Background: an optimization exercise with open tools, aiming at small area, a short achievable clock period and few clock cycles per item. Do not read the settings as production practice.
Function was checked by simulation only, so behaviour that the tests miss may differ from the original.
Power is estimated from default activity; no workload was simulated.

## data_mover_bram
module data_mover_bram
#(
	parameter CNT_BIT = 31,
	parameter DWIDTH = 32,
	parameter AWIDTH = 12,
	parameter MEM_SIZE = 3481,
	parameter IN_DATA_WITDH = 32  
)
(
    input 				clk,
    input 				reset_n,
	input 				i_run,
	input  [CNT_BIT-1:0]	i_num_cnt,
	output   			o_idle,
	output   			o_read,
	output   			o_write,
	output  			o_done,
	output[AWIDTH-1:0] 	addr_b0,
	output 				ce_b0,
	output 				we_b0,
	input [DWIDTH-1:0]  q_b0,
	output[DWIDTH-1:0] 	d_b0,
	output[AWIDTH-1:0] 	addr_b1,
	output 				ce_b1,
	output 				we_b1,
	input [DWIDTH-1:0]  q_b1,
	output[DWIDTH-1:0] 	d_b1,
	output[AWIDTH-1:0] 	addr_b2,
	output 				ce_b2,
	output 				we_b2,
	input [DWIDTH-1:0]  q_b2,
	output[DWIDTH-1:0] 	d_b2,
	output[AWIDTH-1:0] 	addr_b3,
	output 				ce_b3,
	output 				we_b3,
	input [DWIDTH-1:0]  q_b3,
	output[DWIDTH-1:0] 	d_b3,
	output[AWIDTH-1:0] 	addr_b4,
	output 				ce_b4,
	output 				we_b4,
	input [DWIDTH-1:0]  q_b4,
	output[DWIDTH-1:0] 	d_b4,
	output[AWIDTH-1:0] 	addr_b5,
	output 				ce_b5,
	output 				we_b5,
	input [DWIDTH-1:0]  q_b5,
	output[DWIDTH-1:0] 	d_b5,
	output[AWIDTH-1:0] 	addr_b6,
	output 				ce_b6,
	output 				we_b6,
	input [DWIDTH-1:0]  q_b6,
	output[DWIDTH-1:0] 	d_b6,
	output[AWIDTH-1:0] 	addr_b7,
	output 				ce_b7,
	output 				we_b7,
	input [DWIDTH-1:0]  q_b7,
	output[DWIDTH-1:0] 	d_b7,
	output[AWIDTH-1:0] 	addr_b8,
	output 				ce_b8,
	output 				we_b8,
	input [DWIDTH-1:0]  q_b8,
	output[DWIDTH-1:0] 	d_b8,
	output[AWIDTH-1:0] 	addr_b9,
	output 				ce_b9,
	output 				we_b9,
	input [DWIDTH-1:0]  q_b9,
	output[DWIDTH-1:0] 	d_b9,
	output[AWIDTH-1:0] 	addr_b10,
	output 				ce_b10,
	output 				we_b10,
	input [DWIDTH-1:0]  q_b10,
	output[DWIDTH-1:0] 	d_b10,
	output[AWIDTH-1:0] 	addr_b11,
	output 				ce_b11,
	output 				we_b11,
	input [DWIDTH-1:0]  q_b11,
	output[DWIDTH-1:0] 	d_b11,
	output[AWIDTH-1:0] 	addr_b12,
	output 				ce_b12,
	output 				we_b12,
	input [DWIDTH-1:0]  q_b12,
	output[DWIDTH-1:0] 	d_b12,
	output[AWIDTH-1:0] 	addr_b13,
	output 				ce_b13,
	output 				we_b13,
	input [DWIDTH-1:0]  q_b13,
	output[DWIDTH-1:0] 	d_b13,
	output[AWIDTH-1:0] 	addr_b14,
	output 				ce_b14,
	output 				we_b14,
	input [DWIDTH-1:0]  q_b14,
	output[DWIDTH-1:0] 	d_b14,
	output[AWIDTH-1:0] 	addr_b15,
	output 				ce_b15,
	output 				we_b15,
	input [DWIDTH-1:0]  q_b15,
	output[DWIDTH-1:0] 	d_b15,
	output[AWIDTH-1:0] 	addr_b16,
	output 				ce_b16,
	output 				we_b16,
	input [DWIDTH-1:0]  q_b16,
	output[DWIDTH-1:0] 	d_b16,
	output[DWIDTH-1:0]  result_0,
	output[DWIDTH-1:0]  result_1,
	output[DWIDTH-1:0]  result_2,
	output[DWIDTH-1:0]  result_3,
	output[DWIDTH-1:0]  result_4,
	output[DWIDTH-1:0]  result_5,
	output[DWIDTH-1:0]  result_6,
	output[DWIDTH-1:0]  result_7,
	output[DWIDTH-1:0]  result_8,
	output[DWIDTH-1:0]  result_9,
	output[DWIDTH-1:0]  result_10,
	output[DWIDTH-1:0]  result_11,
	output[DWIDTH-1:0]  result_12,
	output[DWIDTH-1:0]  result_13,
	output[DWIDTH-1:0]  result_14,
	output[DWIDTH-1:0]  result_15
    );
For scale: roughly 24000 cells after synthesis, about 3200 flip-flops, ~1900 I/O pins, ~0.25 sq mm of cells after synthesis.
export LEC_CHECK = 0
export CAP_MARGIN = 20
export CORE_MARGIN = 2
export CORE_UTILIZATION = 50
export CTS_CLUSTER_DIAMETER = 80
export CTS_CLUSTER_SIZE = 24
export SETUP_SLACK_MARGIN = 5
export SLEW_MARGIN = 20
export SYNTH_HIERARCHICAL = 1
create_clock -name core_clock -period 10.0 [get_ports {clk}]
standard.sh (not shown) runs the stock make flow with config.mk's settings and CLKGATE_MAP_FILE= SYNTH_SCRIPT=/design/flow/synth_recipe.tcl, a recipe that flattens the netlist after the stock synthesis.
==> flow/flow/run.sh <==
#!/bin/bash
set -euo pipefail
export BUFFER_PORTS_ARGS="-buffer_cell sky130_fd_sc_hd__buf_1"
export MAX_REPAIR_ANTENNAS_ITER_DRT=15
bash standard.sh finish > make.log 2>&1
The baseline produced a clean layout.
Testbench counts at the start, summed over its fixed seeds: cycles 51,412, items 50,068.
Next try:
==> flow/run.sh (new file) <==
#!/bin/bash
# synth_recipe.tcl (not shown) runs the flow's synth.tcl, then flattens the netlist and writes it again
# the make line also repeats each setting of config.mk as NAME=value (left out here)
make -C /OpenROAD-flow-scripts/flow DESIGN_CONFIG=/design/flow/config.mk WORK_HOME=/design/flow/orfs CLKGATE_MAP_FILE= SYNTH_SCRIPT=/design/flow/synth_recipe.tcl finish
- CAP_MARGIN: 20 -> 30
- CORE_UTILIZATION: 50 -> 45
- SLEW_MARGIN: 20 -> 30
removed: flow/flow/run.sh
removed: flow/standard.sh
Result: Global-route usage falls by 2.7 points; hold slack gets worse by 3.4 ps; first-iteration DRC count is higher by a few percent; wire length increases by a few percent; via count goes up slightly; register-to-register slack is better by 60 ps; cell count went up by a few percent.
Next try:
==> flow/flow/run.sh (new file) <==
#!/bin/bash
# Layout flow: the standard ORFS flow (standard.sh, with the standard synthesis), with
# these changes to how the layout is made:
#   - the port buffers that placement inserts start as buf_1 cells (the resizer sizes up
#     the ones on timing paths), not the delay cells it picks by default;
#   - antenna repair after detailed routing may take more rounds.
# ORFS writes each step's full log under orfs/logs/; make's own output goes to make.log.
set -euo pipefail
export BUFFER_PORTS_ARGS="-buffer_cell sky130_fd_sc_hd__buf_1"
export SETUP_SLACK_MARGIN=6.3
export MAX_REPAIR_ANTENNAS_ITER_DRT=15
bash standard.sh finish > make.log 2>&1
==> flow/standard.sh (new file) <==
#!/bin/bash
# synth_recipe.tcl (not shown) runs the flow's synth.tcl, then flattens the netlist and writes it again
# the make line also repeats each setting of config.mk as NAME=value (left out here)
make -C /OpenROAD-flow-scripts/flow DESIGN_CONFIG=/design/flow/config.mk WORK_HOME=/design/flow/orfs CLKGATE_MAP_FILE= SYNTH_SCRIPT=/design/flow/synth_recipe.tcl "${@:-finish}"
- CAP_MARGIN: 30 -> 40
- CORE_UTILIZATION: 45 -> 60
- SETUP_SLACK_MARGIN: 5 -> not set
- SLEW_MARGIN: 30 -> 40
removed: flow/run.sh
Worst setup slack improved by 780 ps.
Wire length drops by 5.0%.
Critical path depth came out lower by 3.
Cell count is lower by 6.0%.
Sequential cell count is unchanged.
Final area fell by 3.1%.
Next try:
==> flow/run.sh (new file) <==
#!/bin/bash
# synth_recipe.tcl (not shown) runs the flow's synth.tcl, then flattens the netlist and writes it again
# the make line also repeats each setting of config.mk as NAME=value (left out here)
make -C /OpenROAD-flow-scripts/flow DESIGN_CONFIG=/design/flow/config.mk WORK_HOME=/design/flow/orfs CLKGATE_MAP_FILE= SYNTH_SCRIPT=/design/flow/synth_recipe.tcl finish
- SETUP_SLACK_MARGIN: not set -> 5
removed: flow/flow/run.sh
removed: flow/standard.sh
Sequential power barely changes; die area is unchanged; sequential share of layout area went down by 0.55 points; cell count went down by 0.31%; global-route usage climbs by 0.45 points; routed wire length came out higher by 0.34%; via count barely changes; final area increases by 1.7%.

-- what the ideal ports hide --
Ports are ideal in the flow. The routed layouts listed here were re-timed in OpenROAD.
Step 1 assumes that a clkbuf_16 drives the clock port and a buf_2 every other input.
Step 2 adds t to the input delays and takes it off the output delays; t is the mean of the earliest and latest rising clock arrival at the registers after step 1. Input paths then give back, and output paths get back, about the clock's delay inside the block.
a / b / c = ideal / step 1 / step 2; a / b = the first two.
| run | t, ns | setup slack, ns | worst slew at a driven data input, ns | cell pins on the clock port's net |
|---|---|---|---|---|
| the first run | 1.130 | 5.382 / 5.382 / 5.382 | 0.32 | 1 |
| the second run | 1.137 | 5.438 / 5.438 / 5.068 | 0.40 | 1 |
| the third run | 1.135 | 6.223 / 6.179 / 5.558 | 0.31 | 1 |
| the fourth run | 1.138 | 5.546 / 5.412 / 5.062 | 0.45 | 1 |
After both steps setup and hold are still met in every run listed. The setup slack of the third run, which loses most, moves by -0.044 ns with the drivers and by -0.665 ns with both steps.
